Source: an optimization exercise on an open RTL-to-GDS flow (aim: small area and a short achievable clock period). Production flows keep margins and buffers that such runs may drop. Only simulation tests tie the RTL to the original design; equivalence was not proved. Power is estimated from default activity; no workload was simulated.

<file path="run.sh">
#!/bin/bash
# synth_recipe.tcl (not shown) runs the flow's synth.tcl, then flattens the netlist and writes it again
# the make line also repeats each setting of config.mk as NAME=value (left out here)
make -C /OpenROAD-flow-scripts/flow DESIGN_CONFIG=/design/flow/config.mk WORK_HOME=/design/flow/orfs CLKGATE_MAP_FILE= SYNTH_SCRIPT=/design/flow/synth_recipe.tcl finish
</file>
<file path="design.v">
module rd_ao222n (
    input  wire a1, a2, b1, b2, c1, c2,
    output wire y
);
    assign y = ~((a1 & a2) | (b1 & b2) | (c1 & c2));
endmodule
module rd_ao22n (
    input  wire a1, a2, b1, b2,
    output wire y
);
    assign y = ~((a1 & a2) | (b1 & b2));
endmodule
module rd_o31ai (
    input  wire a1, a2, a3, b1,
    output wire y
);
    assign y = ~((a1 | a2 | a3) & b1);
endmodule
module rd_nand2 (
    input  wire a, b,
    output wire y
);
    assign y = ~(a & b);
endmodule
module rd_nand3 (
    input  wire a, b, c,
    output wire y
);
    assign y = ~(a & b & c);
endmodule
module rd_nand4 (
    input  wire a, b, c, d,
    output wire y
);
    assign y = ~(a & b & c & d);
endmodule
module rd_or31 (
    input  wire [30:0] sel,
    input  wire [30:0] d,
    output wire [2:0]  y
);
    wire [10:0] t;
    genvar p;
    generate
        for (p = 0; p < 10; p = p + 1) begin : g_tri
            rd_ao222n u_ao (
                .a1(sel[3*p]),   .a2(d[3*p]),
                .b1(sel[3*p+1]), .b2(d[3*p+1]),
                .c1(sel[3*p+2]), .c2(d[3*p+2]),
                .y (t[p])
            );
        end
    endgenerate
    rd_nand2 u_last (.a(sel[30]), .b(d[30]), .y(t[10]));
    rd_nand4 u_n0 (.a(t[0]), .b(t[1]), .c(t[2]), .d(t[3]), .y(y[0]));
    rd_nand4 u_n1 (.a(t[4]), .b(t[5]), .c(t[6]), .d(t[7]), .y(y[1]));
    rd_nand3 u_n2 (.a(t[8]), .b(t[9]), .c(t[10]), .y(y[2]));
endmodule
module fifo_mem #(
    parameter int DWIDTH = 32,
    parameter int NROWS  = 31
) (   
    input  wire              clk,
    input  wire [NROWS-1:0]  wsel, rsel,
    input  wire [DWIDTH-1:0] wdata,
    output wire [DWIDTH-1:0] rpart0, rpart1, rpart2
);  
    reg [DWIDTH-1:0] mem[NROWS];
    genvar i, j;
    generate
        for (i = 0; i < NROWS; i = i + 1) begin : g_row
            always @(posedge clk) begin
                if (wsel[i]) mem[i] <= wdata;
            end
        end
        for (j = 0; j < DWIDTH; j = j + 1) begin : g_bit
            wire [NROWS-1:0] col;
            for (i = 0; i < NROWS; i = i + 1) begin : g_col
                assign col[i] = mem[i][j];
            end
            rd_or31 u_or (.sel(rsel), .d(col), .y({rpart2[j], rpart1[j], rpart0[j]}));
        end
    endgenerate
endmodule
module sync_fifo #(
    parameter DWIDTH = 32,
    parameter AWIDTH = 5
) (
    input  wire              clk, rstn,
    input  wire              wren, rden,
    input  wire [DWIDTH-1:0] din,
    output wire [DWIDTH-1:0] dout,
    output wire              full,
    output wire              empty
);   
    localparam DEPTH = 1 << AWIDTH;
    localparam NROWS = DEPTH - 1;
    localparam JW = DEPTH / 2;
    reg [AWIDTH:0]   cnt;         
    reg              empty_q;     
    reg              one_q;       
    reg              full_q;      
    reg              nempty_q;    
    reg              nfull_q;     
    reg [JW-1:0]     wptr;        
    reg [NROWS-1:0]  rsel;        
    reg [DWIDTH-1:0] head;        
    wire do_wr = wren & nfull_q;
    wire do_rd = rden & nempty_q;
    wire load_din = ~nempty_q | (one_q & rden);
    wire load_buf = rden & nempty_q & ~one_q;
    wire hold = ~load_din & ~load_buf;
    wire wr_buf = do_wr & ~load_din;
    function automatic [JW-1:0] john_next(input [JW-1:0] p);
        john_next = {p[JW-2:0], ~(p[JW-1] & p[JW-2])};
    endfunction
    reg [NROWS-1:0] wsel;
    always @(*) begin
        for (int k = 0; k < NROWS; k = k + 1) begin
            if (k < JW - 1)
                wsel[k] = nfull_q & wptr[k] & ~wptr[k+1];
            else if (k == JW - 1)
                wsel[k] = nfull_q & wptr[JW-1] & wptr[0];
            else
                wsel[k] = nfull_q & ~wptr[k-JW] & wptr[k-JW+1];
        end
    end
    wire [DWIDTH-1:0] rpart0, rpart1, rpart2;
    fifo_mem #(
        .DWIDTH(DWIDTH),
        .NROWS (NROWS)
    ) u_fifomem (
        .clk   (clk),
        .wsel  (wsel),
        .rsel  (rsel),
        .wdata (din),
        .rpart0(rpart0),
        .rpart1(rpart1),
        .rpart2(rpart2)
    );
    wire [DWIDTH-1:0] head_nxt, hx, hy;
    genvar j;
    generate
        for (j = 0; j < DWIDTH; j = j + 1) begin : g_head
            rd_o31ai u_x (
                .a1(rpart0[j]), .a2(rpart1[j]), .a3(rpart2[j]), .b1(load_buf), .y(hx[j])
            );
            rd_ao22n u_y (.a1(load_din), .a2(din[j]), .b1(hold), .b2(head[j]), .y(hy[j]));
            rd_nand2 u_h (.a(hx[j]), .b(hy[j]), .y(head_nxt[j]));
        end
    endgenerate
    always @(posedge clk) begin
        head <= head_nxt;
    end
    wire inc = do_wr & ~do_rd;
    wire dec = do_rd & ~do_wr;
    wire [AWIDTH:0] cnt_up, cnt_dn;
    wire cnt_is31, cnt_is2;
    fifo_cnt_step u_step (
        .c   (cnt),
        .up  (cnt_up),
        .dn  (cnt_dn),
        .is31(cnt_is31),
        .is2 (cnt_is2)
    );
    wire empty_nxt = inc ? 1'b0 : dec ? one_q : ~nempty_q;
    wire one_nxt   = inc ? ~nempty_q : dec ? cnt_is2 : one_q;
    wire full_nxt  = inc ? cnt_is31 : dec ? 1'b0 : ~nfull_q;
    always @(posedge clk or negedge rstn) begin
        if (~rstn) begin
            cnt     <= 0;
            empty_q <= 1'b1;
            one_q   <= 1'b0;
            full_q  <= 1'b0;
            nempty_q <= 1'b0;
            nfull_q <= 1'b1;
            wptr    <= 1;
            rsel    <= 1;
        end else begin
            cnt     <= inc ? cnt_up : dec ? cnt_dn : cnt;
            empty_q <= empty_nxt;
            one_q   <= one_nxt;
            full_q  <= full_nxt;
            nempty_q <= ~empty_nxt;
            nfull_q <= ~full_nxt;
            if (wr_buf) wptr <= john_next(wptr);
            if (load_buf) rsel <= {rsel[NROWS-2:0], rsel[NROWS-1]};
        end
    end
    assign dout = head;
    assign empty = empty_q;
    assign full  = full_q;
endmodule
module fifo_cnt_step (
    input  wire [5:0] c,
    output wire [5:0] up,
    output wire [5:0] dn,
    output wire       is31,
    output wire       is2
);
    assign up   = c + 1'b1;
    assign dn   = c - 1'b1;
    assign is31 = c == 6'd31;
    assign is2  = c == 6'd2;
endmodule
</file>
<file path="constraint.sdc">
create_clock -name core_clock -period 4.0 [get_ports {clk}]
set_input_delay 0.8000 -clock core_clock [delete_from_list [all_inputs] [get_ports {clk}]]
set_output_delay 0.8000 -clock core_clock [all_outputs]
set_load 0.01 [all_outputs]
</file>
<file path="config.mk">
export PLATFORM = sky130hd
export DESIGN_NAME = sync_fifo
export DESIGN_NICKNAME = sync_fifo
export VERILOG_FILES = /design/flow/design.v
export SDC_FILE = /design/flow/constraint.sdc
export NUM_CORES = 4
export LEC_CHECK = 0
export CAP_MARGIN = 20
export CORE_MARGIN = 2
export CORE_UTILIZATION = 65
export CTS_CLUSTER_DIAMETER = 100
export CTS_CLUSTER_SIZE = 25
export PLACE_DENSITY = 0.85
export SETUP_SLACK_MARGIN = 2.05
export SLEW_MARGIN = 20
export SYNTH_HIERARCHICAL = 1
export SYNTH_MINIMUM_KEEP_SIZE = 0
</file>
==> impl_metrics.json <==
{
  "track_usage": 0.3663,
  "crit_start": "rsel[8]",
  "portBuffers": 69,
  "dieHeight_um": 245.8,
  "mostFrequentLayoutCells": "992 x edfxtp_1, 320 x a222oi_1, 109 x buf_4, 76 x nand2_1, 64 x nand4_1",
  "setup_viol": 0,
  "crit_chain": "buf_8 > a222oi_1 > nand4_1 > o31ai_2 > nand2_1",
  "setup_tns_ns": 0,
  "grt_pass1_wl_um": 155500,
  "die-area_um2": 60410,
  "ctsHoldBuffers": 0,
  "grt_max_degree": 59,
  "finalHoldViolations": 0,
  "clkTransAtPathRegs_ns": 0.11,
  "clkSinkCount": 1082,
  "io_pins": 70,
  "p_leak_nw": 13.86,
  "worst_clock_skew_ns": 0.02336,
  "area_growth_syn_to_layout_pct": 14.00,
  "ctsHtreeMaxLevel": 2,
  "rr_endpoint": "head[8]",
  "wire_per_inst_um": 40.31,
  "crit_family": "compound AO/OA/AOI/OAI gates",
  "clk_latency_ns": 0.65,
  "max_slew_margin": 0.1858,
  "dr.max_layer_used": "met5",
  "path_buf_inv": 1,
  "vias": 23620,
  "wl_met3_um": 20180,
  "drtPass1Iterations": 10,
  "crit_type": "reg -> reg",
  "start_util": 0.6587,
  "dpl.hpwl_um": 55840,
  "worst-path-stages": 5,
  "layout_min_cycle_time_ns": 2.138,
  "overflow": 0,
  "final_cells": 2888,
  "clock_path_buffers": 3,
  "critPathSlowestCell": "dfrtp_2",
  "met1Wirelength_um": 34960,
  "fin_util": 0.7509,
  "crit_required_ns": 4.52,
  "r2r_start": "rsel[8]",
  "status": "no timing/DRC/antenna violations",
  "die_width_um": 245.8,
  "antenna_found_initial": 6,
  "drc": 0,
  "layout_commonest_cell": "edfxtp_1",
  "peakVddDrop_mv": 0.4726,
  "path_max_fanout": 26,
  "ant_nets": 0,
  "powerDensity_nw_per_um2": 425.7,
  "cpPeakStageDelay_ns": 0.47,
  "crit_end": "head[8]",
  "synth_nets": 1820,
  "r2r_cells": 5,
  "max_cap_violations": 0,
  "viasPerCell": 8.179,
  "cts_made_buffers": 49,
  "clock-root-buffer": "clkbuf_16",
  "drtIter0Drc": 6354,
  "worstSetupEndpointType": "register",
  "netlist_area_um2": 38000,
  "core_um2": 57700,
  "finalCritPeriodShare": 0.5345,
  "synth_seq_area_share": 0.8391,
  "drv_slew": 0,
  "timing.fmax_ghz": 0.4677,
  "synth.avg_cell_area_um2": 21.34,
  "grt_pass1_vias": 22730,
  "wl_met2_um": 52750,
  "r2r_slack_ns": 1.86,
  "syn_inst": 1781,
  "cts_tree": "done",
  "nets": 2115,
  "synth_seq_cells": 1082,
  "worstMarginPinSlew_ns": 1.218,
  "hold_path.class": "in -> async",
  "gp_congestion": 0.8361,
  "synth_cell_types": 37,
  "start_kind": "register",
  "post-place-cells": 2662,
  "drive_gt1_frac": 0.2410,
  "ys_warn_count": 9,
  "crit_arrival_ns": 2.66,
  "rsz0062_at_grt": "yes",
  "num_rows": 88,
  "totalWireLength_um": 116400
}
[where the power goes]
part / switching, mW / internal [mW]
Combinational: 0.209 / 0.0812
Sequential: 0.0245 / 12.3
Clock: 3.41 / 2.39
[timing repair]
item                                     CTS  global route
pin swaps                                 38           125
buffers inserted                          75            41
gates resized for setup                  298            48
endpoints found under the setup margin  1030           832
cloned                                     5             6
[routing by layer]
metal | GRT usage | vias up
li1 | - | 8696
met1 | 0.4806 | 11440
met2 | 0.5618 | 2844
met3 | 0.1089 | 637
met4 | 0.1930 | 2
met5 | 0 | -
[stage by stage]
stage                     cell area, µm²  hold WS (ns)  setup WS (ns)  total power, mW
after floorplan                    38140        0.4977          1.943            12.64
after global placement             40150        0.4773          1.360            12.87
after detailed placement           40210        0.4727          1.269            12.89
after CTS                          42650        0.3578          1.732            18.29
after global routing               43310        0.4093          1.825            18.76
final                              43320        0.3486          1.862            18.44
[layout make-up]
type / count / area (µm²)
Sequential cell: 1082 / 32050
Fill cell: 2931 / 14370
Multi-Input combinational cell: 687 / 6267
Timing Repair Buffer: 249 / 2585
Clock buffer: 88 / 1383
Tap cell: 765 / 957.2
Clock inverter: 3 / 33.78
Inverter: 7 / 28.78
Antenna cell: 7 / 17.52
[registers in the layout, indices dropped and copies added, names as in the netlist]
| register | flops |
|---|---|
| u_fifomem.mem | 992 |
| head | 32 |
| rsel | 31 |
| wptr | 16 |
| cnt | 6 |
| empty_q | 1 |
| full_q | 1 |
| nempty_q | 1 |
| nfull_q | 1 |
| one_q | 1 |
[modules after synthesis (local to each module, per instance), a selection]
| module | cells inside | cell area, µm² |
|---|---|---|
| rd_ao22n | 1 | 12.51 |
| rd_nand3 | 1 | 5.005 |
| rd_nand2 | 1 | 3.754 |
| fifo_cnt_step | 27 | 202.7 |
| rd_o31ai | 1 | 12.51 |
| rd_nand4 | 1 | 6.256 |
| sync_fifo | 218 | 3206 |
| rd_ao222n | 1 | 10.01 |
[worst min-delay path by stage]
stage                     cells after the start  slack [ns]     start        to
after floorplan                               0        0.50      rstn    cnt[0]
after CTS                                     2        0.36      rstn  rsel[16]
final                                         2        0.35      rstn  rsel[13]
after detailed placement                      2        0.47  head[25]  head[25]
after global routing                          2        0.41      rstn  rsel[13]
after global placement                        2        0.48   head[1]   head[1]
[kinds of logic after synthesis]
kind of cell               synth area share
adders and majority gates         0.0009879
muxes                               0.01491
DFF                                  0.8391
xor gates and xnor gates           0.002799
and+or+nand+nor                     0.03128
buffers and inverters              0.002700
AOI/OAI and AO/OA                    0.1083
[cells in the mapped netlist]
| master | number | area [µm²] |
|---|---|---|
| a22oi_2 | 32 | 400.4 |
| and2_1 | 1 | 6.260 |
| nand3_1 | 36 | 180.2 |
| and3_1 | 2 | 12.51 |
| xnor2_4 | 1 | 27.53 |
| clkbuf_1 | 2 | 7.510 |
| mux2_4 | 10 | 150.1 |
| a21boi_4 | 1 | 18.77 |
| xor2_1 | 4 | 35.03 |
| dfrtp_1 | 54 | 1351 |
| o31ai_2 | 32 | 400.4 |
| nand3_4 | 1 | 17.52 |
| nand4_1 | 64 | 400.4 |
| a222oi_1 | 320 | 3203 |
| nor3_2 | 1 | 10.01 |
| nor2b_1 | 1 | 6.260 |
| nor2_2 | 1 | 6.260 |
| or3_1 | 7 | 43.79 |
| buf_2 | 1 | 5.000 |
| mux2_2 | 37 | 416.7 |
| inv_1 | 7 | 26.28 |
| ha_1 | 3 | 37.54 |
| nor3_1 | 1 | 5.000 |
| nand2_2 | 1 | 6.260 |
| edfxtp_1 | 992 | 29790 |
| nor3b_1 | 2 | 15.01 |
| buf_6 | 3 | 33.78 |
| o221a_2 | 6 | 67.56 |
| nand2_1 | 78 | 292.8 |
| nor2_1 | 17 | 63.81 |
| dfxtp_1 | 32 | 640.6 |
| and3b_1 | 14 | 122.6 |
| o221ai_1 | 1 | 8.760 |
| buf_4 | 4 | 30.03 |
| dfstp_2 | 4 | 105.1 |
| a21oi_1 | 3 | 15.01 |
| xnor2_1 | 5 | 43.79 |

-- port drivers added, routing unchanged --
The flow's constraints put no driver on any port. The routed layout listed below was extracted and timed again, unchanged, in two steps. Step 1 assumes that a clkbuf_16 drives the clock port and a buf_2 every other input. Step 2 adds t to the input delays and takes it off the output delays; t is the mean of the earliest and latest rising clock arrival at the registers after step 1. Input paths then give back, and output paths get back, about the clock's delay inside the block. a / b / c = no drivers / after step 1 / after step 2; a / b = the first two.
t, ns: 0.702
slack for setup (ns): 1.862 / 1.862 / 1.311
clock arrival spread, ns: 0.024 / 0.024
worst slew at a driven data input, ns: 0.14
After both steps setup and hold are still met in this run. The setup slack of this run moves by 0.000 ns with the drivers and by -0.551 ns with both steps.
